This is an optimization exercise on Yosys and OpenROAD, whose aim is small area and a short achievable clock period, not a production implementation.
Function was checked by simulation only, so behaviour that the tests miss may differ from the original.

## flow/design.v (module list and top-level ports; edited modules follow where they fit)
// module float_larger: 6 lines
// module add_float: 53 lines
// module sub_float: 39 lines
// module Multiply: 405 lines
// module Multiply_one_minus: 446 lines
// module fa: 6 lines
// module resize_datapath: 32 lines
module resize_datapath (
  clk,
  reset_n,
  enable,
  data_in1,
  data_in2,
  scale,
  data_out
);
  // ...
==> flow/flow/run.sh <==
#!/bin/bash
# Own layout flow:
#  1. the standard synthesis (bash standard.sh synth);
#  2. the logic between the registers and the full-adder cells is mapped
#     again by ABC for area (registers and full adders kept as they are);
#  3. the standard layout from the floorplan on, except that the delay
#     cells may not be used (so the port buffers are plain buffers); the
#     platform's own don't-use cells stay don't-use.
# Each tool's output goes to a log file of its own here (flow_*.log).
set -euo pipefail
W=$(pwd)
R=$W/orfs/results/$FLOW_PLATFORM/resize_datapath/base
YOSYS=$FLOW_HOME/../tools/install/yosys/bin/yosys
LIB=$FLOW_HOME/platforms/sky130hd/lib/sky130_fd_sc_hd__tt_025C_1v80.lib

bash standard.sh synth > "$W/flow_synth.log" 2>&1
cp "$R/1_2_yosys.v" "$W/standard_1_2_yosys.v"

DL="sky130_fd_sc_hd__clkdlybuf4s15_1 sky130_fd_sc_hd__clkdlybuf4s15_2 sky130_fd_sc_hd__clkdlybuf4s18_1 sky130_fd_sc_hd__clkdlybuf4s18_2 sky130_fd_sc_hd__clkdlybuf4s25_1 sky130_fd_sc_hd__clkdlybuf4s25_2 sky130_fd_sc_hd__clkdlybuf4s50_1 sky130_fd_sc_hd__clkdlybuf4s50_2 sky130_fd_sc_hd__dlygate4sd1_1 sky130_fd_sc_hd__dlygate4sd2_1 sky130_fd_sc_hd__dlygate4sd3_1 sky130_fd_sc_hd__dlymetal6s2s_1 sky130_fd_sc_hd__dlymetal6s4s_1 sky130_fd_sc_hd__dlymetal6s6s_1"
PLAT=$(sed -n '/^export DONT_USE_CELLS/,/^[^ ]/p' "$FLOW_HOME/platforms/sky130hd/config.mk" | grep -o 'sky130_fd_sc_hd__[A-Za-z0-9_]*' | tr '\n' ' ')
DONT_ALL="$DL $PLAT"
# ABC may not use the don't-use cells, nor the multi-output adder cells
ABC_DONT=$(for c in $DONT_ALL sky130_fd_sc_hd__fa_1 sky130_fd_sc_hd__fa_2 sky130_fd_sc_hd__fa_4 sky130_fd_sc_hd__fah_1 sky130_fd_sc_hd__fahcin_1 sky130_fd_sc_hd__fahcon_1 sky130_fd_sc_hd__ha_1 sky130_fd_sc_hd__ha_2 sky130_fd_sc_hd__ha_4; do printf -- "-dont_use $c "; done)
printf 'set_driving_cell sky130_fd_sc_hd__buf_1\nset_load 5\n' > "$W/resyn.constr"
echo 'strash; dch; map -a; topo; stime -c; upsize -c; dnsize -c' > "$W/resyn.abc"
cat > "$W/resyn.ys" <<EOS
read_liberty -ignore_miss_func $LIB
blackbox sky130_fd_sc_hd__fa_1 sky130_fd_sc_hd__fa_2 sky130_fd_sc_hd__fa_4 sky130_fd_sc_hd__dfrtp_1 sky130_fd_sc_hd__dfrtp_2 sky130_fd_sc_hd__dfrtp_4
read_verilog $W/standard_1_2_yosys.v
hierarchy -top $FLOW_TOP
flatten
opt_clean -purge
abc -liberty $LIB -constr $W/resyn.constr -script $W/resyn.abc $ABC_DONT
opt_clean -purge
hilomap -singleton -hicell sky130_fd_sc_hd__conb_1 HI -locell sky130_fd_sc_hd__conb_1 LO
splitnets
opt_clean -purge
write_verilog -noattr -nohex -nodec $W/resyn.v
EOS
"$YOSYS" -s "$W/resyn.ys" > "$W/flow_resyn.log" 2>&1
# read the new netlist back on its own and check it
"$YOSYS" -p "read_liberty -lib $LIB; read_verilog $W/resyn.v; hierarchy -check -top $FLOW_TOP; check -assert -mapped; stat -liberty $LIB" > "$W/flow_resyn_check.log" 2>&1
cp "$W/resyn.v" "$R/1_2_yosys.v"
touch "$R/1_2_yosys.v"

bash standard.sh "DONT_USE_CELLS=$DONT_ALL" finish > "$W/flow_finish.log" 2>&1
==> flow/standard.sh <==
#!/bin/bash
# synth_recipe.tcl (not shown) runs the flow's synth.tcl, then flattens the netlist and writes it again
# the make line also repeats each setting of config.mk as NAME=value (left out here)
make -C /OpenROAD-flow-scripts/flow DESIGN_CONFIG=/design/flow/config.mk WORK_HOME=/design/flow/orfs CLKGATE_MAP_FILE= SYNTH_SCRIPT=/design/flow/synth_recipe.tcl "${@:-finish}"
==> flow/config.mk <==
export PLATFORM = sky130hd
export DESIGN_NAME = resize_datapath
export DESIGN_NICKNAME = resize_datapath
export VERILOG_FILES = /design/flow/design.v
export SDC_FILE = /design/flow/constraint.sdc
export NUM_CORES = 4
export LEC_CHECK = 0
export ABC_AREA = 1
export CAP_MARGIN = 20
export CORE_MARGIN = 2
export CORE_UTILIZATION = 55
export PLACE_DENSITY = 0.7
export SETUP_SLACK_MARGIN = 5
export SLEW_MARGIN = 20
export SYNTH_HIERARCHICAL = 1
export SYNTH_MINIMUM_KEEP_SIZE = 0
==> flow/constraint.sdc <==
create_clock -name core_clock -period 25.0 [get_ports {clk}]
set_input_delay 5.0000 -clock core_clock [delete_from_list [all_inputs] [get_ports {clk}]]
set_output_delay 5.0000 -clock core_clock [all_outputs]
set_load 0.01 [all_outputs]
==> parameters.txt, run 1 <==
Parameter                              Value

Clocking
  TritonCTS clock tree    yes
  Buffer depth of the longest clock path    2
  Root Buffer Master    sky130_fd_sc_hd__clkbuf_16
  TritonCTS sink count    16

Global route
  Met3 Usage GRT    1.97%
  Maximum number of pins on one net before global-route repair    23
  Grt total ovfl    0
  Number of global-route vias before repair    9920

Setup path
  Source of the worst register-to-register timing path    data_out[9]
  Sort of element at the end of the critical path    register
  Reg-to-reg slack, setup    roughly 24 ns
  Crit path required time    25.16 ns
  Startpoint type of the worst setup path    primary input
  Largest delay share family, worst path    simple AND/OR/NAND/NOR gates
  Worst R2R End    data_out[9]
  Delay contributed by the slowest stage of the critical path    0.54 ns
  Max stage delay cell, worst path    sky130_fd_sc_hd__fa_1

Place
  Final GP Congestion    between 0.9 and 1
  Count of buffers inserted at the top-level ports    66
  Estimated wirelength of the detail-placed design    24.3 mm

Routing
  DRT met1 WL    12.6 mm
  Routed wire length    28.9 mm
  Met3 routed wirelength    1.91 mm

Timing
  Clock Skews    0 ns
  Total of endpoints with negative setup slack in the final report    0
  Setup repair after global routing missed its margin    false

Status
  Status    complete, no violations

Final layout
  Non-clock buffer instance count of the final layout    74
  Non-clock buffer contribution to total cell area    2.54%
  Inverters    216
  Cell kind with the greatest summed area    multi-input gates
  Layout area overhead    6.19%

Logic synthesis
  Total nets after synthesis    roughly 1700

Die
  DIE WIDTH    141 microns
==> inputs of run 2 (changes only) <==
--- a/flow/flow/run.sh
+++ b/flow/flow/run.sh
@@ -43,4 +43,4 @@
 cp "$W/resyn.v" "$R/1_2_yosys.v"
 touch "$R/1_2_yosys.v"
 
-bash standard.sh "DONT_USE_CELLS=$DONT_ALL" finish > "$W/flow_finish.log" 2>&1
+bash standard.sh "DONT_USE_CELLS=$DONT_ALL" SETUP_SLACK_MARGIN=6.5 finish > "$W/flow_finish.log" 2>&1
==> run 2 against run 1 <==
Effect of this change: largest cell class unchanged; critical endpoint unchanged; sequential share of layout area is essentially flat; synthesized area is the same; count of clock-buffer cells in the layout is the same; still clean on timing, DRC and antenna; die area is the same.
==> parameters.txt, run 2 <==
Parameter                              Value

Status
  Status    complete, no violations (unchanged)

Timing
  Count of pins over their slew limit    0 (unchanged)
  Setup slack after layout    7.47 ns (was 6.82 ns)
  Final period util    70.1% (was 72.7%)
  Setup repair after global routing missed its margin    false (unchanged)
  Worst slew margin relative to its limit    36.3% (was 33.1%)
  Setup TNS    0 ns (unchanged)
  Total of endpoints with negative setup slack in the final report    0 (unchanged)
  Clock Skews    0 ns (unchanged)
  Tightest Pin Transition    0.955 ns (was 1.00 ns)
  Number of hold violations in the final report    0 (unchanged)
  Clock period minus final worst setup slack    17.53 ns (was 18.18 ns)
  F_max    57.0 MHz (was 55.0 MHz)

Hold path
  Hold EP    data_out[11] (unchanged)
  Hold crit path type    reg -> reg (unchanged)
  Hold path cells    2 (unchanged)
  Hold_sp    data_out[11] (unchanged)

Place
  Area after detailed placement    10800 sq um (unchanged)
  Estimated wirelength of the detail-placed design    24.3 mm (unchanged)
  Count of buffers inserted at the top-level ports    66 (unchanged)
  Post-Place Setup Slack    6.72 ns (unchanged)
  Final GP Congestion    0.961 (unchanged)
  Count of placed standard cells including taps    1774 (unchanged)

Die
  Std-Cell Rows    50 (unchanged)
  Initial cell density of the core    55.6% (unchanged)
  Die outline height    141 microns (unchanged)
  DIE AREA    19800 sq um (unchanged)
  Core Box Area    18500 sq um (unchanged)
  Number of top-level pins    67 (unchanged)
  DIE WIDTH    141 microns (unchanged)

Final layout
  Flip-flop count of the largest register, all copies and words added    16 (unchanged)
  Antenna Diode Count    0 (unchanged)
  Fillers    1847 (was 1849)
  Largest registers in the final layout    data_out (16) (unchanged)
  Design Area, Final    11100 sq um (was 10900 sq um)
  Post-Route Utilization    59.8% (was 59.0%)
  Layout net count    1795 (was 1777)
  Layout area overhead    7.63% (was 6.19%)
  Final Non-Filler Cells    1796 (was 1778)
  Share of cells above drive strength 1    11.4% (was 9.78%)
  Top register by number of flip-flops    data_out (unchanged)
  Leading cell types in the layout, fill and taps excluded    sky130_fd_sc_hd__nand2_1 (401), sky130_fd_sc_hd__nor2_1 (200), sky130_fd_sc_hd__fa_1 (181), sky130_fd_sc_hd__clkinv_1 (135), sky130_fd_sc_hd__buf_1 (77) (was sky130_fd_sc_hd__nand2_1 (402), sky130_fd_sc_hd__nor2_1 (202), sky130_fd_sc_hd__fa_1 (181), sky130_fd_sc_hd__clkinv_1 (138), sky130_fd_sc_hd__buf_1 (74))
  Most common cell after layout, fill and taps aside    sky130_fd_sc_hd__nand2_1 (unchanged)

Logic synthesis
  Cell area after synthesis    10300 sq um (unchanged)
  Mean instance size in the synthesized netlist    6.99 sq um (unchanged)
  Syn Inst Count    1472 (unchanged)
  Total nets after synthesis    1704 (unchanged)
  YS warnings    9 (unchanged)

Setup path
  Crit path required time    25.16 ns (about the same)
  Worst-path fanout max    15 (was 20)
  Number of cell instances on the worst register-to-register path    1 (unchanged)
  Max stage delay cell, worst path    sky130_fd_sc_hd__fa_1 (unchanged)
  Most used cell, CP    sky130_fd_sc_hd__inv_2 (unchanged)
  Arrival time of data at the critical path endpoint    17.69 ns (was 18.34 ns)
  Source of the worst register-to-register timing path    data_out[9] (unchanged)
  Sort of element at the end of the critical path    register (unchanged)
  Reg-to-reg slack, setup    24.29 ns (about the same)
  Worst R2R End    data_out[9] (unchanged)
  Type of the worst setup path    in -> reg (unchanged)
  Startpoint type of the worst setup path    primary input (unchanged)
  Delay contributed by the slowest stage of the critical path    0.53 ns (was 0.54 ns)

Clocking
  TritonCTS clock tree    yes (unchanged)
  Register clock-pin slew on the reported worst setup and hold paths    0.05 ns (about the same)
  Root Buffer Master    sky130_fd_sc_hd__clkbuf_16 (unchanged)
  Number of levels the H-tree was split into    1 (unchanged)
  Buffer depth of the longest clock path    2 (unchanged)
  Number of buffers created by CTS    3 (unchanged)
  Clock latency of the later-clocked register in the worst-skew pair    0.24 ns (about the same)
  TritonCTS sink count    16 (unchanged)

Global route
  Maximum number of pins on one net before global-route repair    23 (unchanged)
  Grt total ovfl    0 (unchanged)
  Total global-route track usage    30.3% (unchanged)
  Wire length of the first global-routing pass    48.7 mm (unchanged)
  Number of antenna violations at the first check in global routing    0 (unchanged)
  Number of global-route vias before repair    9920 (unchanged)

Job
  Maxcap violations    0 (unchanged)

Routing
  DR vias/cell    5.62 (was 5.58)
  Number of remaining DRC errors    0 (unchanged)
  Detail Route Antenna Nets    0 (unchanged)
  Routed wire length    29.4 mm (was 28.9 mm)
  Number of violations reported at the end of detailed-routing iteration 0    751 (was 774)
  Count of TritonRoute iterations in the first routing pass    7 (was 8)
  Post-detailed-route wirelength per cell    16.3 microns (about the same)
  Via count    10092 (was 9915)
==> run 2: timing repair <==
item                       CTS  global route
gates resized for setup      0            22
setup buffers                0            16
setup endpoints to repair    0            15
hold buffers                 0             0
==> run 2: worst max-delay path by stage <==
stage	from	end	slack, ns
after floorplan	scale[1]	data_out[14]	8.67
after global placement	scale[1]	data_out[14]	7.03
after detailed placement	scale[1]	data_out[14]	6.72
after CTS	scale[1]	data_out[14]	6.96
after global routing	scale[1]	data_out[14]	6.41
final	scale[1]	data_out[14]	7.47
==> run 2: layer usage <==
metal / wire [microns] / global-route usage, % / vias up
met5: 0 / 0 / -
met4: 754 / 7.58 / 0
met3: 2110 / 1.97 / 57
met2: 14000 / 52.2 / 409
met1: 12500 / 42.0 / 4742
li1: - / - / 4884
==> run 2: through the flow <==
stage,hold WS [ns]
floorplan,0.519
global placement,0.466
detailed placement,0.476
CTS,0.488
global route,0.504
finish,0.483
==> run 2: area by class of cell <==
cell class / count / area, sq um / share of cell area [%]
inverters: 216 / 852 / 7.69
well taps: 234 / 293 / 2.64
multi-input cells: 1236 / 9090 / 82.0
flip-flops and latches: 16 / 400 / 3.61
repair buffers: 90 / 357 / 3.22
clock buffers: 4 / 88.8 / 0.802
==> run 2: critical path, delay by kind of cell <==
family / cells / cell delay (ns)
xor+xnor: 2 / 0.25
fa+ha+maj: 6 / 2.87
buf+inv: 18 / 1.85
simple gates: 28 / 3.25
compound gates: 28 / 4.46
==> inputs of run 3 (changes only) <==
--- a/flow/flow/run.sh
+++ b/flow/flow/run.sh
@@ -22,7 +22,7 @@
 # ABC may not use the don't-use cells, nor the multi-output adder cells
 ABC_DONT=$(for c in $DONT_ALL sky130_fd_sc_hd__fa_1 sky130_fd_sc_hd__fa_2 sky130_fd_sc_hd__fa_4 sky130_fd_sc_hd__fah_1 sky130_fd_sc_hd__fahcin_1 sky130_fd_sc_hd__fahcon_1 sky130_fd_sc_hd__ha_1 sky130_fd_sc_hd__ha_2 sky130_fd_sc_hd__ha_4; do printf -- "-dont_use $c "; done)
 printf 'set_driving_cell sky130_fd_sc_hd__buf_1\nset_load 5\n' > "$W/resyn.constr"
-echo 'strash; dch; map -a; topo; stime -c; upsize -c; dnsize -c' > "$W/resyn.abc"
+echo 'strash; balance; dch; map -a; topo; stime -c; upsize -c; dnsize -c' > "$W/resyn.abc"
 cat > "$W/resyn.ys" <<EOS
 read_liberty -ignore_miss_func $LIB
 blackbox sky130_fd_sc_hd__fa_1 sky130_fd_sc_hd__fa_2 sky130_fd_sc_hd__fa_4 sky130_fd_sc_hd__dfrtp_1 sky130_fd_sc_hd__dfrtp_2 sky130_fd_sc_hd__dfrtp_4
==> run 3 against run 2 <==
Effect of this change: highest routed layer unchanged; critical path depth decreased by 7; critical path type unchanged; still clean on timing, DRC and antenna; sequential share of layout area up 0.096 points; die area down 1.3%; non-clock buffer count down 17; wire length is essentially flat; count of clock-buffer cells in the layout unchanged; cell count down 1.5%; core utilization increased by 0.054 points; worst hold slack gained 0.00058 ns; cell area decreased by 2.6%.
==> parameters.txt, run 3 <==
Parameter                              Value

Setup path
  Sort of element at the end of the critical path    register (unchanged)
  Number of cell instances on the worst register-to-register path    1 (unchanged)
  Worst R2R End    data_out[1] (was data_out[9])
  Stages on the worst setup path    75 (was 82)
  Startpoint type of the worst setup path    primary input (unchanged)
  Worst-path fanout max    23 (was 15)
  Max stage delay cell, worst path    sky130_fd_sc_hd__fa_1 (unchanged)
  Reg-to-reg slack, setup    24.31 ns (was 24.29 ns)
  Largest delay share family, worst path    simple AND/OR/NAND/NOR gates (was compound AO/OA/AOI/OAI gates)
  Arrival time of data at the critical path endpoint    17.62 ns (was 17.69 ns)
  Delay contributed by the slowest stage of the critical path    0.57 ns (was 0.53 ns)
  Type of the worst setup path    in -> reg (unchanged)
  Source of the worst register-to-register timing path    data_out[1] (was data_out[9])
  Most used cell, CP    sky130_fd_sc_hd__nand2_1 (was sky130_fd_sc_hd__inv_2)
  Crit path required time    25.17 ns (was 25.16 ns)
  Number of buffer and inverter instances along the worst setup path    12 (was 18)

Final layout
  Final Non-Filler Cells    1769 (was 1796)
  Antenna Diode Count    0 (unchanged)
  Largest registers in the final layout    data_out (16) (unchanged)
  Share of cells above drive strength 1    7.53% (was 11.4%)
  Flip-flop count of the largest register, all copies and words added    16 (unchanged)
  Design Area, Final    10800 sq um (was 11100 sq um)
  Top register by number of flip-flops    data_out (unchanged)
  Post-Route Utilization    59.9% (was 59.8%)
  Fillers    1792 (was 1847)
  Register Area    400 sq um (unchanged)
  Leading cell types in the layout, fill and taps excluded    sky130_fd_sc_hd__nand2_1 (388), sky130_fd_sc_hd__nor2_1 (230), sky130_fd_sc_hd__fa_1 (181), sky130_fd_sc_hd__clkinv_1 (138), sky130_fd_sc_hd__buf_1 (68) (was sky130_fd_sc_hd__nand2_1 (401), sky130_fd_sc_hd__nor2_1 (200), sky130_fd_sc_hd__fa_1 (181), sky130_fd_sc_hd__clkinv_1 (135), sky130_fd_sc_hd__buf_1 (77))
  Layout net count    1773 (was 1795)
  Layout area overhead    6.31% (was 7.63%)
  Multi-input gate area in the final layout    8950 sq um (was 9090 sq um)
  Most common cell after layout, fill and taps aside    sky130_fd_sc_hd__nand2_1 (unchanged)

Clocking
  Register clock-pin slew on the reported worst setup and hold paths    0.05 ns (about the same)
  TritonCTS sink count    16 (unchanged)
  Number of buffers created by CTS    3 (unchanged)
  Clock latency of the later-clocked register in the worst-skew pair    0.25 ns (was 0.24 ns)
  TritonCTS clock tree    yes (unchanged)
  Number of levels the H-tree was split into    1 (unchanged)
  Post-CTS Hold Fix Bufs    0 (unchanged)
  Root Buffer Master    sky130_fd_sc_hd__clkbuf_16 (unchanged)
  Buffer depth of the longest clock path    2 (unchanged)

Die
  Die outline height    140 microns (was 141 microns)
  Number of top-level pins    67 (unchanged)
  DIE WIDTH    140 microns (was 141 microns)
  Core Box Area    18000 sq um (was 18500 sq um)
  Std-Cell Rows    49 (was 50)
  Initial cell density of the core    56.3% (was 55.6%)
  DIE AREA    19600 sq um (was 19800 sq um)

Routing
  Count of TritonRoute iterations in the first routing pass    5 (was 7)
  Via count    10012 (was 10092)
  DR vias/cell    5.66 (was 5.62)
  Detail Route Antenna Nets    0 (unchanged)
  Routed wire length    29.4 mm (about the same)
  Number of remaining DRC errors    0 (unchanged)
  Number of violations reported at the end of detailed-routing iteration 0    891 (was 751)
  Post-detailed-route wirelength per cell    16.6 microns (was 16.3 microns)

Timing
  Worst slew margin relative to its limit    32.0% (was 36.3%)
  Final period util    69.8% (was 70.1%)
  Count of pins over their slew limit    0 (unchanged)
  Setup repair after global routing missed its margin    false (unchanged)
  Setup TNS    0 ns (unchanged)
  Number of hold violations in the final report    0 (unchanged)
  Worst hold margin    0.484 ns (was 0.483 ns)
  Clock Skews    0 ns (unchanged)
  Total of endpoints with negative setup slack in the final report    0 (unchanged)
  Tightest Pin Transition    1.01 ns (was 0.955 ns)
  Clock period minus final worst setup slack    17.45 ns (was 17.53 ns)
  F_max    57.3 MHz (was 57.0 MHz)

Place
  Area after detailed placement    10700 sq um (was 10800 sq um)
  Estimated wirelength of the detail-placed design    24.7 mm (was 24.3 mm)
  Count of buffers inserted at the top-level ports    66 (unchanged)
  Final GP Congestion    0.991 (was 0.961)
  Count of placed standard cells including taps    1761 (was 1774)

Logic synthesis
  Mean instance size in the synthesized netlist    6.91 sq um (was 6.99 sq um)
  YS warnings    9 (unchanged)
  Syn Inst Count    1469 (was 1472)
  Total nets after synthesis    1701 (was 1704)
  Cell area after synthesis    10200 sq um (was 10300 sq um)

Status
  Status    complete, no violations (unchanged)

Global route
  Wire length of the first global-routing pass    48.6 mm (was 48.7 mm)
  Number of global-route vias before repair    9658 (was 9920)
  Number of antenna violations at the first check in global routing    0 (unchanged)
  Grt total ovfl    0 (unchanged)
  Total global-route track usage    30.5% (was 30.3%)
  Maximum number of pins on one net before global-route repair    24 (was 23)

Hold path
  Hold path cells    2 (unchanged)
  Hold crit path type    reg -> reg (unchanged)
  Hold_sp    data_out[3] (was data_out[11])
  Hold EP    data_out[3] (was data_out[11])

Job
  Maxcap violations    0 (unchanged)
-- run 3: metrics by stage --
stage	setup slack, ns
detailed placement	7.24
global route	6.50
finish	7.55
global placement	7.39
floorplan	9.25
CTS	7.46
-- run 3: worst max-delay path by stage --
stage          startpoint            to
2_1_floorplan    scale[1]  data_out[14]
3_3_place_gp     scale[9]  data_out[14]
3_5_place_dp     scale[9]  data_out[14]
4_1_cts          scale[9]  data_out[14]
5_1_grt          scale[7]  data_out[14]
6_report         scale[2]  data_out[14]
-- run 3: final cells by class --
| type | count | area share [%] |
|---|---|---|
| multi-input combinational | 1241 | 82.9 |
| inverter | 206 | 7.27 |
| sequential | 16 | 3.71 |
| tap | 229 | 2.65 |
| timing repair buffer | 73 | 2.60 |
| clock buffer | 4 | 0.823 |
-- run 3: worst min-delay path: stages (launching register included) --
cell and delay [ns]:
sky130_fd_sc_hd__dfrtp_1 0.34, sky130_fd_sc_hd__nand2_1 0.05, sky130_fd_sc_hd__o21ai_1 0.06
-- run 3: timing repair --
| action | CTS | global route |
|---|---|---|
| setup buffers | 0 | 4 |
| setup endpoints to repair | 0 | 5 |
| resized for setup | 0 | 4 |
-- run 3: per-layer routing --
metal | up-vias | track usage, % | share of wire [%]
met5 | - | 0 | 0
li1 | 4860 | - | -
met2 | 393 | 49.8 | 46
met4 | 0 | 5.84 | 2.5
met1 | 4701 | 43.5 | 44
met3 | 58 | 4.75 | 7.4
==> inputs of run 4 (changes only) <==
--- a/flow/flow/run.sh
+++ b/flow/flow/run.sh
@@ -43,4 +43,4 @@
 cp "$W/resyn.v" "$R/1_2_yosys.v"
 touch "$R/1_2_yosys.v"
 
-bash standard.sh "DONT_USE_CELLS=$DONT_ALL" SETUP_SLACK_MARGIN=6.5 finish > "$W/flow_finish.log" 2>&1
+bash standard.sh "DONT_USE_CELLS=$DONT_ALL" SETUP_SLACK_MARGIN=8.5 finish > "$W/flow_finish.log" 2>&1
==> run 4 against run 3 <==
Effect of this change: core utilization up 6.0 points; sequential share of layout area down 0.34 points; critical path depth down 3; critical endpoint unchanged; highest routed layer unchanged; clock skew unchanged; setup slack better by 1.2 ns; register-to-register slack about the same.
==> parameters.txt, run 4 <==
Parameter                              Value

Die
  Number of top-level pins    67 (unchanged)
  Initial cell density of the core    56.3% (unchanged)
  Std-Cell Rows    49 (unchanged)
  Die outline height    140 microns (unchanged)
  DIE WIDTH    140 microns (unchanged)
  DIE AREA    19600 sq um (unchanged)
  Core Box Area    18000 sq um (unchanged)

Final layout
  Largest registers in the final layout    data_out (16) (unchanged)
  Post-Route Utilization    65.9% (was 59.9%)
  Share of cells above drive strength 1    17.6% (was 7.53%)
  Top register by number of flip-flops    data_out (unchanged)
  Antenna Diode Count    0 (unchanged)
  Most common cell after layout, fill and taps aside    sky130_fd_sc_hd__nand2_1 (unchanged)
  Layout area overhead    17.0% (was 6.31%)
  Fillers    1666 (was 1792)
  Layout net count    1861 (was 1773)
  Final Non-Filler Cells    1857 (was 1769)
  Leading cell types in the layout, fill and taps excluded    sky130_fd_sc_hd__nand2_1 (377), sky130_fd_sc_hd__nor2_1 (204), sky130_fd_sc_hd__fa_1 (165), sky130_fd_sc_hd__clkinv_1 (126), sky130_fd_sc_hd__buf_1 (89) (was sky130_fd_sc_hd__nand2_1 (388), sky130_fd_sc_hd__nor2_1 (230), sky130_fd_sc_hd__fa_1 (181), sky130_fd_sc_hd__clkinv_1 (138), sky130_fd_sc_hd__buf_1 (68))
  Flip-flop count of the largest register, all copies and words added    16 (unchanged)

Logic synthesis
  Syn Inst Count    1469 (unchanged)
  Cell area after synthesis    10200 sq um (unchanged)
  Total nets after synthesis    1701 (unchanged)
  YS warnings    9 (unchanged)
  Mean instance size in the synthesized netlist    6.91 sq um (unchanged)

Hold path
  Hold crit path type    reg -> reg (unchanged)
  Hold EP    data_out[3] (unchanged)
  Hold path cells    2 (unchanged)
  Hold_sp    data_out[3] (unchanged)

Setup path
  Number of cell instances on the worst register-to-register path    1 (unchanged)
  Max stage delay cell, worst path    sky130_fd_sc_hd__fa_2 (was sky130_fd_sc_hd__fa_1)
  Arrival time of data at the critical path endpoint    16.37 ns (was 17.62 ns)
  Reg-to-reg slack, setup    24.31 ns (about the same)
  Worst R2R End    data_out[1] (unchanged)
  Crit path required time    25.12 ns (was 25.17 ns)
  Startpoint type of the worst setup path    primary input (unchanged)
  Type of the worst setup path    in -> reg (unchanged)
  Sort of element at the end of the critical path    register (unchanged)
  Source of the worst register-to-register timing path    data_out[1] (unchanged)
  Delay contributed by the slowest stage of the critical path    0.59 ns (was 0.57 ns)
  Most used cell, CP    sky130_fd_sc_hd__nor2_4 (was sky130_fd_sc_hd__nand2_1)
  Worst-path fanout max    12 (was 23)

Routing
  Count of TritonRoute iterations in the first routing pass    5 (unchanged)
  DR vias/cell    5.69 (was 5.66)
  Routed wire length    31.8 mm (was 29.4 mm)
  Detail Route Antenna Nets    0 (unchanged)
  Via count    10568 (was 10012)
  Number of remaining DRC errors    0 (unchanged)
  Number of violations reported at the end of detailed-routing iteration 0    1049 (was 891)
  Post-detailed-route wirelength per cell    17.1 microns (was 16.6 microns)

Clocking
  TritonCTS sink count    16 (unchanged)
  Register clock-pin slew on the reported worst setup and hold paths    0.05 ns (about the same)
  Number of buffers created by CTS    3 (unchanged)
  Buffer depth of the longest clock path    2 (unchanged)
  Clock latency of the later-clocked register in the worst-skew pair    0.25 ns (about the same)
  Root Buffer Master    sky130_fd_sc_hd__clkbuf_16 (unchanged)
  Number of levels the H-tree was split into    1 (unchanged)
  TritonCTS clock tree    yes (unchanged)

Global route
  Wire length of the first global-routing pass    49.0 mm (was 48.6 mm)
  Maximum number of pins on one net before global-route repair    23 (was 24)
  Number of antenna violations at the first check in global routing    0 (unchanged)
  Number of global-route vias before repair    9745 (was 9658)
  Met3 Usage GRT    4.99% (was 4.75%)
  Grt total ovfl    0 (unchanged)
  Most used routing layer in global routing    met2 (unchanged)
  Met1 track demand over resource    43.4% (was 43.5%)
  Total global-route track usage    30.7% (was 30.5%)
  Met2 track demand over resource    50.8% (was 49.8%)

Timing
  Worst hold margin    0.484 ns (about the same)
  Clock period minus final worst setup slack    16.24 ns (was 17.45 ns)
  Clock Skews    0 ns (unchanged)
  Count of pins over their slew limit    0 (unchanged)
  Number of hold violations in the final report    0 (unchanged)
  Final period util    65.0% (was 69.8%)
  Total of endpoints with negative setup slack in the final report    0 (unchanged)
  Tightest Pin Transition    1.26 ns (was 1.01 ns)
  F_max    61.6 MHz (was 57.3 MHz)
  Worst slew margin relative to its limit    15.2% (was 32.0%)
  Setup TNS    0 ns (unchanged)
  Setup repair after global routing missed its margin    true (was false)

Place
  Count of placed standard cells including taps    1761 (unchanged)
  Final GP Congestion    0.991 (unchanged)
  Count of buffers inserted at the top-level ports    66 (unchanged)
  Estimated wirelength of the detail-placed design    24.7 mm (unchanged)

Status
  Status    complete, no violations (unchanged)

Job
  Maxcap violations    0 (unchanged)
==> run 4: worst max-delay path, delay by kind of cell <==
family                     cells  cell delay [ns]
adders and majority gates      6             2.88
and+or+nand+nor               33             3.86
buffers and inverters         17             1.87
xor gates and xnor gates       2             0.52
AOI/OAI and AO/OA             14             2.21
==> run 4: worst max-delay path by stage <==
| stage | startpoint | endpoint | slack (ns) | depth (start not counted) |
|---|---|---|---|---|
| after floorplan | scale[1] | data_out[14] | 9.25 | 72 |
| after global placement | scale[9] | data_out[14] | 7.39 | 75 |
| after detailed placement | scale[9] | data_out[14] | 7.24 | 79 |
| after CTS | scale[9] | data_out[14] | 8.52 | 79 |
| after global routing | scale[3] | data_out[14] | 8.17 | 77 |
| final | scale[5] | data_out[14] | 8.76 | 72 |
==> run 4: cell type report <==
type	instances	area, sq um	share of cell area, %
Multi-Input combinational cell	1244	9480	79.8
Inverter	206	851	7.16
Clock buffer	4	88.8	0.748
Tap cell	229	287	2.41
Timing Repair Buffer	158	776	6.53
Sequential cell	16	400	3.37
==> run 4: per-stage QoR <==
stage               instance area (sq um)  setup WS (ns)
global placement                    10700           7.39
floorplan                           10200           9.25
global route                        11900           8.17
CTS                                 10900           8.52
detailed placement                  10700           7.24
finish                              11900           8.76
==> run 4: per-layer routing <==
metal	vias to the layer above	routed length (microns)	share of wire (%)
met5	-	0	0
met4	0	779	2.5
met3	67	2690	8.5
met2	503	15200	48
li1	5031	-	-
met1	4967	13100	41
==> run 4: repair_timing <==
item | 4_1_cts | 5_1_grt
buffers inserted | 7 | 82
endpoints found under the setup margin | 15 | 15
gates cloned | 1 | 2
pin swaps | 8 | 92
gates resized for setup | 41 | 161
hold buffers | 0 | 0
==> inputs of run 5 (changes only) <==
--- a/flow/flow/run.sh
+++ b/flow/flow/run.sh
@@ -43,4 +43,4 @@
 cp "$W/resyn.v" "$R/1_2_yosys.v"
 touch "$R/1_2_yosys.v"
 
-bash standard.sh "DONT_USE_CELLS=$DONT_ALL" SETUP_SLACK_MARGIN=8.5 finish > "$W/flow_finish.log" 2>&1
+bash standard.sh "DONT_USE_CELLS=$DONT_ALL" SETUP_SLACK_MARGIN=7 finish > "$W/flow_finish.log" 2>&1
--- a/flow/config.mk
+++ b/flow/config.mk
@@ -8,8 +8,8 @@
 export ABC_AREA = 1
 export CAP_MARGIN = 20
 export CORE_MARGIN = 2
-export CORE_UTILIZATION = 55
-export PLACE_DENSITY = 0.7
+export CORE_UTILIZATION = 65
+export PLACE_DENSITY = 0.8
 export SETUP_SLACK_MARGIN = 5
 export SLEW_MARGIN = 20
 export SYNTH_HIERARCHICAL = 1
==> run 5 against run 4 <==
Effect of this change: still clean; worst hold slack got worse by 0.0052 ns; sequential share of layout area increased by 0.32 points; clock skew unchanged; fmax decreased by 5.1%; die area decreased by 15%; count of clock-buffer cells in the layout decreased by 1; cell count decreased by 5.5%; setup slack got worse by 0.87 ns; flip-flop and latch count unchanged; core utilization increased by 5.3 points; cell area decreased by 8.6%; critical path type unchanged; highest routed layer unchanged.
==> parameters.txt, run 5 <==
Parameter                              Value

Logic synthesis
  YS warnings    9 (unchanged)
  Syn Inst Count    1469 (unchanged)
  Cell area after synthesis    10200 sq um (unchanged)
  Total nets after synthesis    1701 (unchanged)
  Mean instance size in the synthesized netlist    6.91 sq um (unchanged)

Global route
  Maximum number of pins on one net before global-route repair    24 (was 23)
  Wire length of the first global-routing pass    49.2 mm (was 49.0 mm)
  Number of global-route vias before repair    10022 (was 9745)
  Total global-route track usage    37.1% (was 30.7%)
  Number of antenna violations at the first check in global routing    0 (unchanged)
  Grt total ovfl    0 (unchanged)

Timing
  F_max    58.5 MHz (was 61.6 MHz)
  Setup repair after global routing missed its margin    false (was true)
  Final period util    68.4% (was 65.0%)
  Worst slew margin relative to its limit    27.4% (was 15.2%)
  Setup TNS    0 ns (unchanged)
  Tightest Pin Transition    1.08 ns (was 1.26 ns)
  Clock period minus final worst setup slack    17.11 ns (was 16.24 ns)
  Number of hold violations in the final report    0 (unchanged)
  Clock Skews    0 ns (unchanged)
  Count of pins over their slew limit    0 (unchanged)
  Total of endpoints with negative setup slack in the final report    0 (unchanged)

Routing
  Met2 WL    13.9 mm (was 15.2 mm)
  Detail Route Antenna Nets    0 (unchanged)
  DR vias/cell    5.92 (was 5.69)
  Number of remaining DRC errors    0 (unchanged)
  DRT met1 WL    12.1 mm (was 13.1 mm)
  Count of TritonRoute iterations in the first routing pass    8 (was 5)
  Routed wire length    30.2 mm (was 31.8 mm)
  Top layer used by detailed routing    met4 (unchanged)
  Post-detailed-route wirelength per cell    17.2 microns (was 17.1 microns)
  Met3 routed wirelength    3.07 mm (was 2.69 mm)
  Number of violations reported at the end of detailed-routing iteration 0    886 (was 1049)
  Via count    10384 (was 10568)

Clocking
  Number of buffers created by CTS    3 (unchanged)
  TritonCTS clock tree    yes (unchanged)
  TritonCTS sink count    16 (unchanged)
  Number of levels the H-tree was split into    1 (unchanged)
  Root Buffer Master    sky130_fd_sc_hd__clkbuf_16 (unchanged)
  Buffer depth of the longest clock path    2 (unchanged)
  Register clock-pin slew on the reported worst setup and hold paths    0.05 ns (about the same)
  Post-CTS Hold Fix Bufs    0 (unchanged)
  Clock latency of the later-clocked register in the worst-skew pair    0.24 ns (was 0.25 ns)

Setup path
  Max stage delay cell, worst path    sky130_fd_sc_hd__fa_1 (was sky130_fd_sc_hd__fa_2)
  Worst-path fanout max    23 (was 12)
  Startpoint type of the worst setup path    primary input (unchanged)
  Crit path required time    25.17 ns (was 25.12 ns)
  Type of the worst setup path    in -> reg (unchanged)
  Most used cell, CP    sky130_fd_sc_hd__nor2_1 (was sky130_fd_sc_hd__nor2_4)
  Delay contributed by the slowest stage of the critical path    0.59 ns (about the same)
  Arrival time of data at the critical path endpoint    17.27 ns (was 16.37 ns)
  Number of cell instances on the worst register-to-register path    2 (was 1)
  Sort of element at the end of the critical path    register (unchanged)

Final layout
  Layout net count    1778 (was 1861)
  Fillers    1316 (was 1666)
  Antenna Diode Count    0 (unchanged)
  Multi-input gate area in the final layout    9000 sq um (was 9480 sq um)
  Top register by number of flip-flops    data_out (unchanged)
  Largest registers in the final layout    data_out (16) (unchanged)
  Register Area    400 sq um (unchanged)
  Layout area overhead    6.99% (was 17.0%)
  Share of cells above drive strength 1    9.13% (was 17.6%)
  Leading cell types in the layout, fill and taps excluded    sky130_fd_sc_hd__nand2_1 (386), sky130_fd_sc_hd__nor2_1 (229), sky130_fd_sc_hd__fa_1 (181), sky130_fd_sc_hd__clkinv_1 (133), sky130_fd_sc_hd__o21ai_0 (65) (was sky130_fd_sc_hd__nand2_1 (377), sky130_fd_sc_hd__nor2_1 (204), sky130_fd_sc_hd__fa_1 (165), sky130_fd_sc_hd__clkinv_1 (126), sky130_fd_sc_hd__buf_1 (89))
  Final Non-Filler Cells    1755 (was 1857)
  Flip-flop count of the largest register, all copies and words added    16 (unchanged)
  Most common cell after layout, fill and taps aside    sky130_fd_sc_hd__nand2_1 (unchanged)

Place
  Count of placed standard cells including taps    1743 (was 1761)
  Final GP Congestion    0.984 (was 0.991)
  Count of buffers inserted at the top-level ports    66 (unchanged)
  Estimated wirelength of the detail-placed design    25.3 mm (was 24.7 mm)

Die
  DIE AREA    16600 sq um (was 19600 sq um)
  DIE WIDTH    129 microns (was 140 microns)
  Std-Cell Rows    45 (was 49)
  Number of top-level pins    67 (unchanged)
  Initial cell density of the core    66.5% (was 56.3%)
  Core Box Area    15300 sq um (was 18000 sq um)
  Die outline height    129 microns (was 140 microns)

Hold path
  Hold path cells    2 (unchanged)
  Hold crit path type    reg -> reg (unchanged)

Status
  Status    complete, no violations (unchanged)

Job
  Maxcap violations    0 (unchanged)
## run 5: critical path, delay by kind of cell
family	cells	cell delay, ns
simple gates	37	4.66
fa+ha+maj	6	2.79
compound gates	17	2.77
buf+inv	14	1.57
xor+xnor	2	0.47
## run 5: metrics by stage
step	utilization [%]	area (sq um)	setup slack (ns)	hold slack (ns)
2_1_floorplan	-	10200	9.25	0.516
3_3_place_gp	69.8	10700	7.47	0.465
3_5_place_dp	69.8	10700	7.18	0.471
4_1_cts	70.3	10700	7.38	0.482
5_1_grt	71.2	10900	6.89	0.506
6_report	71.2	10900	7.89	0.478
## run 5: path summary, 6_finish.rpt
path,slack [ns],startpoint,to
setup / recovery,7.89,scale[3],data_out[14]
hold / removal,0.48,data_out[15],data_out[15]
setup reg to reg,24.28,data_out[11],data_out[11]
hold reg to reg,0.48,data_out[15],data_out[15]
max in group asynchronous,19.64,reset_n,data_out[15]
min in group asynchronous,4.84,reset_n,data_out[11]
## run 5: cell type report
cell class                      instances  share of cell area [%]
Multi-Input combinational cell       1241                    82.8
Inverter                              206                    7.39
Sequential cell                        16                    3.69
Timing Repair Buffer                   78                    2.95
Tap cell                              211                    2.43
Clock buffer                            3                   0.691
## run 5: repair_timing
action / 4_1_cts / 5_1_grt
setup buffers: 0 / 9
endpoints found under the hold margin: 0 / 0
gates resized for setup: 0 / 32
endpoints found under the setup margin: 0 / 15
## run 5: per-layer routing
| layer | vias up | GRT usage [%] |
|---|---|---|
| li1 | 4876 | - |
| met1 | 4856 | 49.6 |
| met2 | 549 | 61.3 |
| met3 | 103 | 7.11 |
| met4 | 0 | 12.3 |
| met5 | - | 0 |
==> inputs of run 6 (changes only) <==
--- a/flow/config.mk
+++ b/flow/config.mk
@@ -8,8 +8,8 @@
 export ABC_AREA = 1
 export CAP_MARGIN = 20
 export CORE_MARGIN = 2
-export CORE_UTILIZATION = 65
-export PLACE_DENSITY = 0.8
+export CORE_UTILIZATION = 55
+export PLACE_DENSITY = 0.7
 export SETUP_SLACK_MARGIN = 5
 export SLEW_MARGIN = 20
 export SYNTH_HIERARCHICAL = 1
==> run 6 against run 5 <==
Effect of this change: cell count up 1.4%; via count decreased by 3.1%; cell area grew 0.35%; critical endpoint unchanged; largest cell class unchanged.
==> parameters.txt, run 6 <==
Parameter                              Value

Clocking
  Root Buffer Master    sky130_fd_sc_hd__clkbuf_16 (unchanged)
  Register clock-pin slew on the reported worst setup and hold paths    0.05 ns (about the same)
  Number of buffers created by CTS    3 (unchanged)
  Number of levels the H-tree was split into    1 (unchanged)
  TritonCTS sink count    16 (unchanged)
  TritonCTS clock tree    yes (unchanged)
  Buffer depth of the longest clock path    2 (unchanged)
  Clock latency of the later-clocked register in the worst-skew pair    0.25 ns (was 0.24 ns)

Final layout
  Register Area    400 sq um (unchanged)
  Top register by number of flip-flops    data_out (unchanged)
  Leading cell types in the layout, fill and taps excluded    sky130_fd_sc_hd__nand2_1 (386), sky130_fd_sc_hd__nor2_1 (229), sky130_fd_sc_hd__fa_1 (181), sky130_fd_sc_hd__clkinv_1 (134), sky130_fd_sc_hd__o21ai_0 (65) (was sky130_fd_sc_hd__nand2_1 (386), sky130_fd_sc_hd__nor2_1 (229), sky130_fd_sc_hd__fa_1 (181), sky130_fd_sc_hd__clkinv_1 (133), sky130_fd_sc_hd__o21ai_0 (65))
  Antenna Diode Count    0 (unchanged)
  Largest registers in the final layout    data_out (16) (unchanged)
  Multi-input gate area in the final layout    8980 sq um (was 9000 sq um)
  Layout area overhead    7.36% (was 6.99%)
  Layout net count    1784 (was 1778)
  Fillers    1787 (was 1316)
  Most common cell after layout, fill and taps aside    sky130_fd_sc_hd__nand2_1 (unchanged)
  Share of cells above drive strength 1    9.16% (was 9.13%)
  Flip-flop count of the largest register, all copies and words added    16 (unchanged)

Die
  Number of top-level pins    67 (unchanged)
  Initial cell density of the core    56.3% (was 66.5%)
  Core Box Area    18000 sq um (was 15300 sq um)
  DIE AREA    19600 sq um (was 16600 sq um)
  Std-Cell Rows    49 (was 45)
  DIE WIDTH    140 microns (was 129 microns)
  Die outline height    140 microns (was 129 microns)

Global route
  Total global-route track usage    30.5% (was 37.1%)
  Number of global-route vias before repair    9658 (was 10022)
  Maximum number of pins on one net before global-route repair    24 (unchanged)
  Wire length of the first global-routing pass    48.6 mm (was 49.2 mm)
  Grt total ovfl    0 (unchanged)
  Number of antenna violations at the first check in global routing    0 (unchanged)

Setup path
  Delay contributed by the slowest stage of the critical path    0.57 ns (was 0.59 ns)
  Reg-to-reg slack, setup    24.31 ns (was 24.28 ns)
  Type of the worst setup path    in -> reg (unchanged)
  Crit path required time    25.17 ns (about the same)
  Max stage delay cell, worst path    sky130_fd_sc_hd__fa_1 (unchanged)
  Arrival time of data at the critical path endpoint    17.23 ns (was 17.27 ns)
  Startpoint type of the worst setup path    primary input (unchanged)
  Source of the worst register-to-register timing path    data_out[1] (was data_out[11])
  Sort of element at the end of the critical path    register (unchanged)
  Most used cell, CP    sky130_fd_sc_hd__nand2_1 (was sky130_fd_sc_hd__nor2_1)
  Critical Path Start    scale[3] (unchanged)
  Worst-path fanout max    23 (unchanged)

Routing
  Number of remaining DRC errors    0 (unchanged)
  Post-detailed-route wirelength per cell    16.5 microns (was 17.2 microns)
  Via count    10067 (was 10384)
  Routed wire length    29.4 mm (was 30.2 mm)
  Number of violations reported at the end of detailed-routing iteration 0    902 (was 886)
  Detail Route Antenna Nets    0 (unchanged)
  Count of TritonRoute iterations in the first routing pass    7 (was 8)
  DR vias/cell    5.66 (was 5.92)

Job
  Maxcap violations    0 (unchanged)

Timing
  Count of pins over their slew limit    0 (unchanged)
  Worst slew margin relative to its limit    32.7% (was 27.4%)
  Total of endpoints with negative setup slack in the final report    0 (unchanged)
  Setup TNS    0 ns (unchanged)
  Number of hold violations in the final report    0 (unchanged)
  Worst hold margin    0.484 ns (was 0.478 ns)
  Clock period minus final worst setup slack    17.07 ns (was 17.11 ns)
  Final period util    68.3% (was 68.4%)
  Setup repair after global routing missed its margin    false (unchanged)
  F_max    58.6 MHz (was 58.5 MHz)
  Tightest Pin Transition    0.999 ns (was 1.08 ns)
  Clock Skews    0 ns (unchanged)

Logic synthesis
  Cell area after synthesis    10200 sq um (unchanged)
  Syn Inst Count    1469 (unchanged)
  Mean instance size in the synthesized netlist    6.91 sq um (unchanged)
  Total nets after synthesis    1701 (unchanged)
  YS warnings    9 (unchanged)

Hold path
  Hold_sp    data_out[3] (was data_out[15])
  Hold crit path type    reg -> reg (unchanged)

Place
  Count of buffers inserted at the top-level ports    66 (unchanged)
  Estimated wirelength of the detail-placed design    24.7 mm (was 25.3 mm)
  Final GP Congestion    0.991 (was 0.984)

Status
  Status    complete, no violations (unchanged)
[run 6: cell type report]
cell class	instances	area share (%)
flip-flops and latches	16	3.67
repair buffers	84	3.19
well taps	229	2.63
inverters	206	7.33
clock buffers	4	0.815
multi-input cells	1241	82.4
[run 6: final timing paths]
path	cells after the start	to
worst max-delay path	73	data_out[14]
worst min-delay path	2	data_out[3]
min in group asynchronous	1	data_out[0]
worst max register to register	1	data_out[1]
worst min register to register	2	data_out[3]
max in group asynchronous	1	data_out[11]
[run 6: stage by stage]
stage / instances / setup slack, ns / cell area [sq um] / utilization, %
2_1_floorplan: 1469 / 9.25 / 10200 / -
3_3_place_gp: 1761 / 7.39 / 10700 / 59.2
3_5_place_dp: 1761 / 7.24 / 10700 / 59.2
4_1_cts: 1765 / 7.46 / 10800 / 59.7
5_1_grt: 1780 / 6.99 / 10900 / 60.5
6_report: 1780 / 7.93 / 10900 / 60.5
[run 6: routing by layer]
metal	GRT usage [%]	vias up	part of all wire, %
met2	49.8	418	47
met3	4.75	53	8.5
met4	5.84	0	2.3
li1	-	4874	-
met1	43.5	4722	43
met5	0	-	0
[run 6: what timing repair did]
action	CTS	global route
resized for setup	0	25
buffers inserted	0	15
hold buffers	0	0
endpoints found under the setup margin	0	15
[run 6: critical path: cells and delay by family]
| family | cells | cell delay (ns) |
|---|---|---|
| AO/OA/AOI/OAI | 20 | 3.45 |
| adder cells (fa/ha/maj) | 7 | 3.26 |
| buffers and inverters | 13 | 1.90 |
| multiplexers | 1 | 0.11 |
| AND/OR/NAND/NOR | 32 | 3.48 |
==> inputs of run 7 (changes only) <==
--- a/flow/flow/run.sh
+++ b/flow/flow/run.sh
@@ -22,7 +22,7 @@
 # ABC may not use the don't-use cells, nor the multi-output adder cells
 ABC_DONT=$(for c in $DONT_ALL sky130_fd_sc_hd__fa_1 sky130_fd_sc_hd__fa_2 sky130_fd_sc_hd__fa_4 sky130_fd_sc_hd__fah_1 sky130_fd_sc_hd__fahcin_1 sky130_fd_sc_hd__fahcon_1 sky130_fd_sc_hd__ha_1 sky130_fd_sc_hd__ha_2 sky130_fd_sc_hd__ha_4; do printf -- "-dont_use $c "; done)
 printf 'set_driving_cell sky130_fd_sc_hd__buf_1\nset_load 5\n' > "$W/resyn.constr"
-echo 'strash; balance; dch; map -a; topo; stime -c; upsize -c; dnsize -c' > "$W/resyn.abc"
+echo 'strash; dc2; balance; dch; map -a; topo; stime -c; upsize -c; dnsize -c' > "$W/resyn.abc"
 cat > "$W/resyn.ys" <<EOS
 read_liberty -ignore_miss_func $LIB
 blackbox sky130_fd_sc_hd__fa_1 sky130_fd_sc_hd__fa_2 sky130_fd_sc_hd__fa_4 sky130_fd_sc_hd__dfrtp_1 sky130_fd_sc_hd__dfrtp_2 sky130_fd_sc_hd__dfrtp_4
==> run 7 against run 6 <==
Effect of this change: cell count decreased by 2.2%; worst hold slack got worse by 0.0095 ns; count of clock-buffer cells in the layout fell by 1; core utilization is 1.7 points higher; critical path type unchanged; synthesized area decreased by 2.3%; via count is 0.66% higher; die area down 2.2%; clock skew is the same; fmax fell by 0.28%; wire length up 0.17%; first-iteration DRC count fell by 1.0%; largest cell class unchanged.
==> parameters.txt, run 7 <==
Parameter                              Value

Status
  Status    complete, no violations (unchanged)

Die
  Number of top-level pins    67 (unchanged)
  Core Box Area    17800 sq um (was 18000 sq um)
  Initial cell density of the core    55.6% (was 56.3%)
  DIE WIDTH    138 microns (was 140 microns)
  Std-Cell Rows    49 (unchanged)
  DIE AREA    19100 sq um (was 19600 sq um)
  Die outline height    138 microns (was 140 microns)

Place
  Estimated wirelength of the detail-placed design    23.7 mm (was 24.7 mm)
  Final GP Congestion    0.993 (was 0.991)
  Count of buffers inserted at the top-level ports    66 (unchanged)
  Post-Place Setup Slack    6.55 ns (was 7.24 ns)

Logic synthesis
  Mean instance size in the synthesized netlist    7.15 sq um (was 6.91 sq um)
  Total nets after synthesis    1619 (was 1701)
  Cell area after synthesis    9920 sq um (was 10200 sq um)
  YS warnings    9 (unchanged)
  Syn Inst Count    1387 (was 1469)

Setup path
  Arrival time of data at the critical path endpoint    17.28 ns (was 17.23 ns)
  Worst-path fanout max    7 (was 23)
  Largest delay share family, worst path    simple AND/OR/NAND/NOR gates (unchanged)
  Type of the worst setup path    in -> reg (unchanged)
  Sort of element at the end of the critical path    register (unchanged)
  Delay contributed by the slowest stage of the critical path    0.54 ns (was 0.57 ns)
  Most used cell, CP    sky130_fd_sc_hd__nand2_1 (unchanged)
  Number of buffer and inverter instances along the worst setup path    14 (was 13)
  Startpoint type of the worst setup path    primary input (unchanged)
  Crit path required time    25.16 ns (was 25.17 ns)
  Max stage delay cell, worst path    sky130_fd_sc_hd__fa_1 (unchanged)

Timing
  Number of hold violations in the final report    0 (unchanged)
  F_max    58.4 MHz (was 58.6 MHz)
  Worst slew margin relative to its limit    33.1% (was 32.7%)
  Setup slack after layout    7.89 ns (was 7.93 ns)
  Count of pins over their slew limit    0 (unchanged)
  Worst hold margin    0.474 ns (was 0.484 ns)
  Tightest Pin Transition    1.00 ns (was 0.999 ns)
  Clock Skews    0 ns (unchanged)
  Final period util    68.5% (was 68.3%)
  Clock period minus final worst setup slack    17.11 ns (was 17.07 ns)
  Setup TNS    0 ns (unchanged)
  Setup repair after global routing missed its margin    false (unchanged)
  Total of endpoints with negative setup slack in the final report    0 (unchanged)

Final layout
  Flip-flop count of the largest register, all copies and words added    16 (unchanged)
  Most common cell after layout, fill and taps aside    sky130_fd_sc_hd__nand2_1 (unchanged)
  Share of cells above drive strength 1    13.2% (was 9.16%)
  Largest registers in the final layout    data_out (16) (unchanged)
  Leading cell types in the layout, fill and taps excluded    sky130_fd_sc_hd__nand2_1 (377), sky130_fd_sc_hd__fa_1 (174), sky130_fd_sc_hd__nor2_1 (147), sky130_fd_sc_hd__clkinv_1 (126), sky130_fd_sc_hd__buf_1 (87) (was sky130_fd_sc_hd__nand2_1 (386), sky130_fd_sc_hd__nor2_1 (229), sky130_fd_sc_hd__fa_1 (181), sky130_fd_sc_hd__clkinv_1 (134), sky130_fd_sc_hd__o21ai_0 (65))
  Top register by number of flip-flops    data_out (unchanged)
  Layout net count    1744 (was 1784)
  Layout area overhead    11.8% (was 7.36%)
  Fillers    1680 (was 1787)

Clocking
  Post-CTS Hold Fix Bufs    0 (unchanged)
  Register clock-pin slew on the reported worst setup and hold paths    0.04 ns (was 0.05 ns)
  Root Buffer Master    sky130_fd_sc_hd__clkbuf_16 (unchanged)
  Number of buffers created by CTS    3 (unchanged)
  Number of levels the H-tree was split into    1 (unchanged)
  TritonCTS sink count    16 (unchanged)
  TritonCTS clock tree    yes (unchanged)
  Buffer depth of the longest clock path    2 (unchanged)
  Clock latency of the later-clocked register in the worst-skew pair    0.24 ns (was 0.25 ns)

Routing
  Post-detailed-route wirelength per cell    17.0 microns (was 16.5 microns)
  Via count    10133 (was 10067)
  Detail Route Antenna Nets    0 (unchanged)
  DR vias/cell    5.82 (was 5.66)
  Number of remaining DRC errors    0 (unchanged)
  Count of TritonRoute iterations in the first routing pass    6 (was 7)
  Routed wire length    29.5 mm (was 29.4 mm)
  Number of violations reported at the end of detailed-routing iteration 0    893 (was 902)

Global route
  Total global-route track usage    30.5% (about the same)
  Number of antenna violations at the first check in global routing    1 (was 0)
  Grt total ovfl    0 (unchanged)
  Wire length of the first global-routing pass    48.2 mm (was 48.6 mm)
  Maximum number of pins on one net before global-route repair    28 (was 24)
  Number of global-route vias before repair    9918 (was 9658)

Job
  Maxcap violations    0 (unchanged)

Hold path
  Hold crit path type    reg -> reg (unchanged)
run 7: area by class of cell:
cell class,count,area [sq um],area share (%)
diodes,1,2.50,0.0226
inverters,184,721,6.50
multi-input cells,1184,9070,81.7
well taps,229,287,2.58
repair inverters,1,5.00,0.0451
flip-flops and latches,16,400,3.61
repair buffers,122,538,4.85
clock buffers,3,75.1,0.677
run 7: repair_timing:
action / in CTS / in global routing
hold endpoints to repair: 0 / 0
buffers inserted: 0 / 47
setup endpoints to repair: 1 / 15
gates cloned: 0 / 4
pin swaps: 0 / 44
resized for setup: 3 / 79
run 7: tightest hold or removal path, stage by stage (launching register included):
cell and delay (ns):
sky130_fd_sc_hd__dfrtp_1 0.33, sky130_fd_sc_hd__nand2_1 0.05, sky130_fd_sc_hd__o21ai_0 0.05
run 7: layer usage:
layer / global-route usage [%] / share of wire (%) / up-vias
met4: 10.5 / 3.6 / 0
met1: 41.9 / 42 / 4785
met3: 5.51 / 8.7 / 84
li1: - / - / 4781
met5: 0 / 0 / -
met2: 49.1 / 46 / 483
run 7: path summary, 6_finish.rpt:
path / from / endpoint / slack (ns) / cells past startpoint
min in group asynchronous: reset_n / data_out[6] / 4.83 / 1
setup reg to reg: data_out[5] / data_out[5] / 24.27 / 1
hold reg to reg: data_out[15] / data_out[15] / 0.47 / 2
hold / removal: data_out[15] / data_out[15] / 0.47 / 2
max in group asynchronous: reset_n / data_out[15] / 19.67 / 1
setup / recovery: scale[2] / data_out[14] / 7.89 / 90
run 7: stage by stage:
step | std cells | util, % | area, sq um
final | 1740 | 62.2 | 11100
after global routing | 1739 | 62.2 | 11100
after CTS | 1688 | 59.1 | 10500
after detailed placement | 1685 | 58.7 | 10500
after global placement | 1685 | 58.7 | 10500
after floorplan | 1387 | - | 9920
==> inputs of run 8 (changes only) <==
--- a/flow/flow/run.sh
+++ b/flow/flow/run.sh
@@ -22,7 +22,7 @@
 # ABC may not use the don't-use cells, nor the multi-output adder cells
 ABC_DONT=$(for c in $DONT_ALL sky130_fd_sc_hd__fa_1 sky130_fd_sc_hd__fa_2 sky130_fd_sc_hd__fa_4 sky130_fd_sc_hd__fah_1 sky130_fd_sc_hd__fahcin_1 sky130_fd_sc_hd__fahcon_1 sky130_fd_sc_hd__ha_1 sky130_fd_sc_hd__ha_2 sky130_fd_sc_hd__ha_4; do printf -- "-dont_use $c "; done)
 printf 'set_driving_cell sky130_fd_sc_hd__buf_1\nset_load 5\n' > "$W/resyn.constr"
-echo 'strash; dc2; balance; dch; map -a; topo; stime -c; upsize -c; dnsize -c' > "$W/resyn.abc"
+echo 'strash; &get -n; &syn2; &put; dc2; balance; dch; map -a; topo; stime -c; upsize -c; dnsize -c' > "$W/resyn.abc"
 cat > "$W/resyn.ys" <<EOS
 read_liberty -ignore_miss_func $LIB
 blackbox sky130_fd_sc_hd__fa_1 sky130_fd_sc_hd__fa_2 sky130_fd_sc_hd__fa_4 sky130_fd_sc_hd__dfrtp_1 sky130_fd_sc_hd__dfrtp_2 sky130_fd_sc_hd__dfrtp_4
==> run 8 against run 7 <==
Effect of this change: first-iteration DRC count decreased by 15%; critical path depth fell by 8; via count is 0.90% lower; cell count down 0.92%; core utilization down 1.5 points; die area is 0.36% lower; synthesized cell count rose by 0.14%; global-route usage is 0.13 points lower; non-clock buffer count is 16 lower; synthesized area is 0.37% lower; largest cell class unchanged.
==> parameters.txt, run 8 <==
Parameter                              Value

Final layout
  Largest registers in the final layout    data_out (16) (unchanged)
  Share of cells above drive strength 1    10.8% (was 13.2%)
  Layout area overhead    9.19% (was 11.8%)
  Antenna Diode Count    0 (was 1)
  Leading cell types in the layout, fill and taps excluded    sky130_fd_sc_hd__nand2_1 (360), sky130_fd_sc_hd__fa_1 (180), sky130_fd_sc_hd__nor2_1 (154), sky130_fd_sc_hd__clkinv_1 (132), sky130_fd_sc_hd__o21ai_0 (80) (was sky130_fd_sc_hd__nand2_1 (377), sky130_fd_sc_hd__fa_1 (174), sky130_fd_sc_hd__nor2_1 (147), sky130_fd_sc_hd__clkinv_1 (126), sky130_fd_sc_hd__buf_1 (87))
  Top register by number of flip-flops    data_out (unchanged)
  Most common cell after layout, fill and taps aside    sky130_fd_sc_hd__nand2_1 (unchanged)
  Flip-flop count of the largest register, all copies and words added    16 (unchanged)
  Layout net count    1728 (was 1744)
  Design Area, Final    10800 sq um (was 11100 sq um)

Place
  Final GP Congestion    0.944 (was 0.993)
  Post-Place Setup Slack    5.96 ns (was 6.55 ns)
  Estimated wirelength of the detail-placed design    23.8 mm (was 23.7 mm)
  Area after detailed placement    10400 sq um (was 10500 sq um)
  Count of buffers inserted at the top-level ports    66 (unchanged)

Routing
  Count of TritonRoute iterations in the first routing pass    6 (unchanged)
  Routed wire length    29.1 mm (was 29.5 mm)
  Detail Route Antenna Nets    0 (unchanged)
  Post-detailed-route wirelength per cell    16.9 microns (was 17.0 microns)
  Via count    10042 (was 10133)
  DR vias/cell    5.82 (about the same)
  Number of remaining DRC errors    0 (unchanged)
  Number of violations reported at the end of detailed-routing iteration 0    759 (was 893)

Clocking
  Number of buffers created by CTS    3 (unchanged)
  Clock latency of the later-clocked register in the worst-skew pair    0.24 ns (about the same)
  TritonCTS sink count    16 (unchanged)
  Register clock-pin slew on the reported worst setup and hold paths    0.05 ns (was 0.04 ns)
  TritonCTS clock tree    yes (unchanged)
  Root Buffer Master    sky130_fd_sc_hd__clkbuf_16 (unchanged)
  Post-CTS Hold Fix Bufs    0 (unchanged)
  Number of levels the H-tree was split into    1 (unchanged)
  Buffer depth of the longest clock path    2 (unchanged)

Die
  Core Box Area    17800 sq um (about the same)
  DIE WIDTH    138 microns (about the same)
  Std-Cell Rows    49 (unchanged)
  Initial cell density of the core    55.6% (about the same)
  Number of top-level pins    67 (unchanged)
  DIE AREA    19100 sq um (about the same)
  Die outline height    138 microns (about the same)

Logic synthesis
  Cell area after synthesis    9890 sq um (was 9920 sq um)
  Syn Inst Count    1389 (was 1387)
  Total nets after synthesis    1621 (was 1619)
  YS warnings    9 (unchanged)
  Mean instance size in the synthesized netlist    7.12 sq um (was 7.15 sq um)

Hold path
  Hold_sp    data_out[9] (was data_out[15])
  Hold crit path type    reg -> reg (unchanged)

Setup path
  Crit path required time    25.17 ns (was 25.16 ns)
  Sort of element at the end of the critical path    register (unchanged)
  Worst-path fanout max    24 (was 7)
  Critical Path Start    scale[2] (unchanged)
  Number of buffer and inverter instances along the worst setup path    14 (unchanged)
  Startpoint type of the worst setup path    primary input (unchanged)
  Max stage delay cell, worst path    sky130_fd_sc_hd__fa_1 (unchanged)
  Arrival time of data at the critical path endpoint    17.40 ns (was 17.28 ns)
  Largest delay share family, worst path    simple AND/OR/NAND/NOR gates (unchanged)
  Type of the worst setup path    in -> reg (unchanged)
  Source of the worst register-to-register timing path    data_out[8] (was data_out[5])
  Delay contributed by the slowest stage of the critical path    0.56 ns (was 0.54 ns)
  Most used cell, CP    sky130_fd_sc_hd__nand2_2 (was sky130_fd_sc_hd__nand2_1)

Global route
  Grt total ovfl    0 (unchanged)
  Maximum number of pins on one net before global-route repair    25 (was 28)
  Total global-route track usage    30.4% (was 30.5%)
  Number of global-route vias before repair    9779 (was 9918)
  Wire length of the first global-routing pass    47.7 mm (was 48.2 mm)
  Number of antenna violations at the first check in global routing    0 (was 1)

Timing
  Final period util    68.9% (was 68.5%)
  F_max    58.0 MHz (was 58.4 MHz)
  Total of endpoints with negative setup slack in the final report    0 (unchanged)
  Setup repair after global routing missed its margin    false (unchanged)
  Clock Skews    0 ns (unchanged)
  Setup TNS    0 ns (unchanged)
  Worst slew margin relative to its limit    37.7% (was 33.1%)
  Tightest Pin Transition    0.935 ns (was 1.00 ns)
  Clock period minus final worst setup slack    17.24 ns (was 17.11 ns)
  Number of hold violations in the final report    0 (unchanged)
  Worst hold margin    0.477 ns (was 0.474 ns)
  Count of pins over their slew limit    0 (unchanged)
  Setup slack after layout    7.76 ns (was 7.89 ns)

Job
  Maxcap violations    0 (unchanged)

Status
  Status    complete, no violations (unchanged)
## run 8: changes by cell type in the layout (fill, tap and decap cells not counted), moves of 9 or more
cell,delta
sky130_fd_sc_hd__buf_1,-13
sky130_fd_sc_hd__nand2_1,-17
sky130_fd_sc_hd__o21ai_0,+33
sky130_fd_sc_hd__a21oi_1,+13
sky130_fd_sc_hd__nor2_4,-9
## run 8: path summary, 6_finish.rpt
check | end | slack, ns | depth (start not counted)
worst max-delay path | data_out[14] | 7.76 | 82
worst max register to register | data_out[8] | 24.28 | 1
worst min-delay path | data_out[9] | 0.48 | 2
max in group asynchronous | data_out[13] | 19.68 | 1
worst min register to register | data_out[9] | 0.48 | 2
min in group asynchronous | data_out[5] | 4.82 | 1
## run 8: area by class of cell
class / instances / area (sq um)
Multi-Input combinational cell: 1183 / 8820
Fill cell: 1667 / 6990
Inverter: 185 / 729
Timing Repair Buffer: 106 / 468
Sequential cell: 16 / 400
Tap cell: 229 / 287
Clock buffer: 4 / 88.8
Timing Repair inverter: 1 / 5.00
## run 8: what timing repair did
item / CTS / global route
pin swaps: 1 / 9
hold endpoints to repair: 0 / 0
setup endpoints to repair: 15 / 15
resized for setup: 6 / 24
buffers inserted: 0 / 32
cloned: 1 / 1
## run 8: per-stage QoR
step                      std cells  utilization, %
after floorplan                1389               -
after global placement         1686            58.6
after detailed placement       1686            58.6
after CTS                      1691            59.2
after global routing           1724            60.7
final                          1724            60.7
## run 8: routing by layer
| metal | global-route usage, % | vias up | wire length, microns |
|---|---|---|---|
| met5 | 0 | - | 0 |
| met4 | 9.67 | 0 | 948 |
| met3 | 2.91 | 74 | 2340 |
| met2 | 49.7 | 468 | 13300 |
| met1 | 43.1 | 4738 | 12500 |
| li1 | - | 4762 | - |

-- what the ideal ports hide --
No port has a modelled driver above. Below, the same layouts with a new extraction and two added sets of constraints. Step 1 (the two cells are an assumption about what drives the block):
set clk [get_ports {clk}]
set_driving_cell -lib_cell sky130_fd_sc_hd__clkbuf_16 $clk
set_driving_cell -lib_cell sky130_fd_sc_hd__buf_2 [delete_from_list [all_inputs] $clk]
Step 2 moves the port delays by t, midway between the first and last clock arrival at a register: inputs arrive t later, outputs are due t later. That takes back most of the time a late clock gives input paths. Slacks: ideal ports / drivers / drivers and shift; pairs: ideal ports / drivers.
run | t (ns) | slack for setup (ns) | worst hold slack (ns) | slew at the worst register clock pin (ns) | cell pins on the clock port's net
run 1 | 0.269 | 6.820 / 6.827 / 6.558 | 0.483 / 0.483 / 0.483 | 0.05 / 0.05 | 1
run 2 | 0.269 | 7.466 / 7.472 / 7.204 | 0.483 / 0.483 / 0.483 | 0.05 / 0.05 | 1
run 3 | 0.269 | 7.551 / 7.549 / 7.281 | 0.484 / 0.484 / 0.484 | 0.05 / 0.05 | 1
run 4 | 0.272 | 8.758 / 8.703 / 8.431 | 0.484 / 0.484 / 0.484 | 0.05 / 0.05 | 1
run 5 | 0.266 | 7.893 / 7.896 / 7.631 | 0.478 / 0.478 / 0.478 | 0.05 / 0.05 | 1
run 6 | 0.269 | 7.935 / 7.938 / 7.669 | 0.484 / 0.484 / 0.484 | 0.05 / 0.05 | 1
run 7 | 0.260 | 7.886 / 7.885 / 7.625 | 0.474 / 0.474 / 0.474 | 0.05 / 0.05 | 1
run 8 | 0.265 | 7.765 / 7.769 / 7.505 | 0.477 / 0.477 / 0.477 | 0.05 / 0.05 | 1
After both steps every run listed still meets setup and hold. The setup slack of run 4, which loses most, moves by -0.055 ns with the drivers and by -0.327 ns with both steps.
